Context: an optimization exercise on an open-source flow, tuned for small area. The choices shown serve that exercise and are no tape-out recipe.
Only simulation tests tie the RTL to the original design; equivalence was not proved.
The clock input has no modelled driver; a real chip could not lean on it and would need a root buffer or a full tree.
Power is estimated from default activity; no workload was simulated.

pepper:
Design Car_alarm_system, start of the top module:
module Car_alarm_system(in,reset,power,siren,stat,clk);
 input reset,clk;
 input [4:0]in;
 output power,siren,stat;
 wire brk = in[4], hids = in[3], ign = in[2], dd = in[1], pd = in[0];
 wire door = dd | pd;
 reg pp, pw;
 always @(posedge clk) begin
   pp <= ign & ((pp & ~reset) | (hids & brk));
   pw <= pp & ~reset;
 end
 assign power = pw;
 localparam [8:0] D_RST = 9'd432;  
 reg [8:0] d;
 reg hh, ckk;
 wire g = (d[7:0] == 8'd236);
 wire tick = ~reset & g;
 always @(posedge clk) begin
   d <= reset ? D_RST : {d[7:0], d[8] ^ d[3] ^ g};
   hh <= ~reset & (hh ^ g);
   ckk <= ~reset & (ckk ^ (hh & g));
 end
 wire ck = ~reset & ckk;
 localparam [3:0] S_DR = 4'b0000, S_A0 = 4'b0001, S_EB = 4'b1000, S_AR = 4'b0100,
                  S_AL = 4'b1100, S_AC = 4'b1101;
 reg [3:0] q;
 wire [3:0] qs = reset ? S_A0 : q;
 wire is_a0 = (qs[3:2] != 2'b11) & ~qs[1] & qs[0];
 wire is_ea = qs[1];
 wire is_ar = qs == S_AR, is_eb = qs == S_EB, is_dr = qs == S_DR;
 wire is_al = qs == S_AL, is_ac = qs == S_AC;
 wire star = is_ar | is_ea | is_ac;
 wire [1:0] st = is_ea ? (qs[0] ? 2'd2 : 2'd1) : is_ac ? 2'd3 : 2'd0;
 reg k, start;
 wire start_v = star & (k | start);
 reg [3:0] count;
 reg [1:0] p;
 reg cr;
 wire cr_s = cr & ~reset;
 wire cz = (count == 4'd0);
 wire exp = cr_s & ~cz;
 wire [3:0] val = (p == 2'd0) ? 4'd10 : (p == 2'd1) ? 4'd8 : (p == 2'd2) ? 4'd15 : 4'd3;
 always @(posedge clk) begin
   k <= star & ~k;
   start <= start_v;
   p <= st;
   if (cr_s) begin
     if (tick & ~start) begin count <= val; cr <= 1'b0; end
     else begin count <= cz ? count : count - 4'd1; cr <= 1'b1; end
   end else begin
     cr <= tick & start & cz;
     if (~start) count <= val;
     else if (tick) count <= cz ? 4'd4 : count - 4'd1;
   end
 end
 wire [3:0] a0 = {1'b0, ck, 2'b01};
 reg [3:0] nq;
  ...
Size in the first run: ~130 cells after synthesis, ~26 flip-flops, roughly 1200 um2 of cells after synthesis.
export LEC_CHECK = 0
export CAP_MARGIN = 20
export CORE_MARGIN = 2
export CORE_UTILIZATION = 40
export SLEW_MARGIN = 20
create_clock -name core_clock -period 15.0 [get_ports {clk}]
standard.sh (not shown) runs the stock make flow with config.mk's settings and CLKGATE_MAP_FILE= SYNTH_SCRIPT=/design/flow/synth_recipe.tcl, a recipe that flattens the netlist after the stock synthesis.
==> flow/flow/run.sh <==
#!/bin/bash
# The standard layout (the standard.sh, ORFS from synthesis to finish) with
# two changes: the port buffers that buffer_ports inserts are buf_1 cells, and
# clock tree synthesis inserts no dummy loads. The make output goes to
# standard.log; ORFS keeps each step's log under orfs/logs/.
set -euo pipefail
export BUFFER_PORTS_ARGS="-buffer_cell sky130_fd_sc_hd__buf_1"
export CTS_ARGS="-sink_clustering_enable -repair_clock_nets -dont_use_dummy_load -buf_list sky130_fd_sc_hd__clkbuf_8"
bash standard.sh > standard.log 2>&1
Changes in amber relative to pepper:
diff --git a/flow/flow/run.sh b/flow/flow/run.sh
--- a/flow/flow/run.sh
+++ b/flow/flow/run.sh
@@ -7,3 +7,3 @@
 export BUFFER_PORTS_ARGS="-buffer_cell sky130_fd_sc_hd__buf_1"
-export CTS_ARGS="-sink_clustering_enable -repair_clock_nets -dont_use_dummy_load -buf_list sky130_fd_sc_hd__clkbuf_8"
+export CTS_ARGS="-repair_clock_nets -dont_use_dummy_load -buf_list sky130_fd_sc_hd__clkbuf_8 -root_buf sky130_fd_sc_hd__clkbuf_8"
 bash standard.sh > standard.log 2>&1
- amber against pepper: clock network power share roughly the same; initial antenna violation count was more or less identical; area added between synthesis and finish saw little to no change; final count of hold timing violations was more or less identical; data-path buffer share of cell area in the final layout stayed essentially flat.
- Any difference in post-synthesis area per instance between amber and pepper is small enough to ignore.
- From pepper to amber, post-synthesis net count did not move at all.
The following lists how tundra was set up differently from amber:
diff --git a/flow/flow/run.sh b/flow/flow/run.sh
--- a/flow/flow/run.sh
+++ b/flow/flow/run.sh
@@ -7,3 +7,4 @@
 export BUFFER_PORTS_ARGS="-buffer_cell sky130_fd_sc_hd__buf_1"
-export CTS_ARGS="-repair_clock_nets -dont_use_dummy_load -buf_list sky130_fd_sc_hd__clkbuf_8 -root_buf sky130_fd_sc_hd__clkbuf_8"
+export CTS_ARGS="-sink_clustering_enable -repair_clock_nets -dont_use_dummy_load -buf_list sky130_fd_sc_hd__clkbuf_8 -root_buf sky130_fd_sc_hd__clkbuf_8"
+export POST_CTS_TCL="$PWD/flow/post_cts.tcl"
 bash standard.sh > standard.log 2>&1
==> flow/flow/post_cts.tcl (new file) <==
# Remove the clock tree's root buffer: the clock port then drives the leaf
# buffers directly (two of them for this design).
set block [ord::get_db_block]
set clk_net [$block findNet clk]
foreach it [$clk_net getITerms] {
  set root [$it getInst]
  set out_net [[$root findITerm X] getNet]
  set n 0
  foreach l [$out_net getITerms] { if {[$l getInst] != $root} { incr n } }
  if {$n > 4} { continue }
  foreach l [$out_net getITerms] {
    if {[$l getInst] != $root} { $l disconnect; $l connect $clk_net }
  }
  puts "post_cts: removed root buffer [$root getName] ($n loads moved to clk)"
  odb::dbInst_destroy $root
  odb::dbNet_destroy $out_net
  break
}
estimate_parasitics -placement
tundra: no failed stages, no open violations at the end
Between tundra and amber, the clock skew does not differ in any meaningful way.
tundra vs. amber: post-route non-filler standard cell count -about 0.6%; post-layout utilization of the core -0.46 points.
Shortest clock period the worst path allows after layout came out lower on tundra than on amber.
Relative to amber, clock power decreased by 21% in tundra.
The higher overall fraction of global-route tracks in use came out of amber.
From amber to tundra the numbers moved as follows: final area -14 um2, minimum setup slack in the final design higher, number of clock buffers in the layout decreased by 1 relative to the old numbers, synthesis-to-finish area growth dropped 1.1 points.
### tundra -> violet
Settings: CTS_BUF_LIST newly set to sky130_fd_sc_hd__clkbuf_8.
==> flow/run.sh (new file) <==
#!/bin/bash
# synth_recipe.tcl (not shown) runs the flow's synth.tcl, then flattens the netlist and writes it again
# the make line also repeats each setting of config.mk as NAME=value (left out here)
make -C /OpenROAD-flow-scripts/flow DESIGN_CONFIG=/design/flow/config.mk WORK_HOME=/design/flow/orfs CLKGATE_MAP_FILE= SYNTH_SCRIPT=/design/flow/synth_recipe.tcl finish
removed: flow/flow/run.sh
removed: flow/flow/post_cts.tcl
removed: flow/standard.sh
[summary]
Going from tundra to violet, global-route usage saw a decrease, power attributed to the clock group saw an increase, fraction of area in registers saw a decrease, vias per cell saw a decrease. Synthesized-area fraction occupied by ao, oa, aoi and oai cells delta (tundra -> violet): insignificant. Combinational fraction of design power (higher): tundra. Compared with tundra, violet shows final weighted congestion in routability-driven placement that has gone up slightly. Compared with tundra, in violet cell area after layout has increased, clock skew has decreased. Slew at the pin with the worst max-slew slack: tundra and violet compared, higher one is tundra.

==> re-timing with driven ports <==
In the flow no input, the clock included, has a driving cell. The finished layouts below were timed again as built, in two steps. Step 1: set_driving_cell puts a clkbuf_16 on clk and a buf_2 on each other input, an assumption about the parent block. Step 2 also shifts input and output timing later by t, the mid clock arrival at the registers, as if the neighbouring blocks saw the same clock. a / b / c = no drivers / after step 1 / after step 2; a / b = the first two.
run | t, ns | setup slack, ns | latest minus earliest clock arrival (ns) | slew at the worst register clock pin (ns) | worst data-port slew with drivers (ns)
pepper | 0.283 | 7.813 / 7.784 / 7.784 | 0.013 / 0.012 | 0.09 / 0.09 | 0.03
amber | 0.283 | 7.813 / 7.784 / 7.784 | 0.013 / 0.012 | 0.09 / 0.09 | 0.03
tundra | 0.173 | 7.826 / 7.797 / 7.797 | 0.014 / 0.013 | 0.09 / 0.09 | 0.03
violet | 0.286 | 7.169 / 7.141 / 7.141 | 0.003 / 0.003 | 0.09 / 0.09 | 0.03
After both steps every run listed still meets setup and hold.
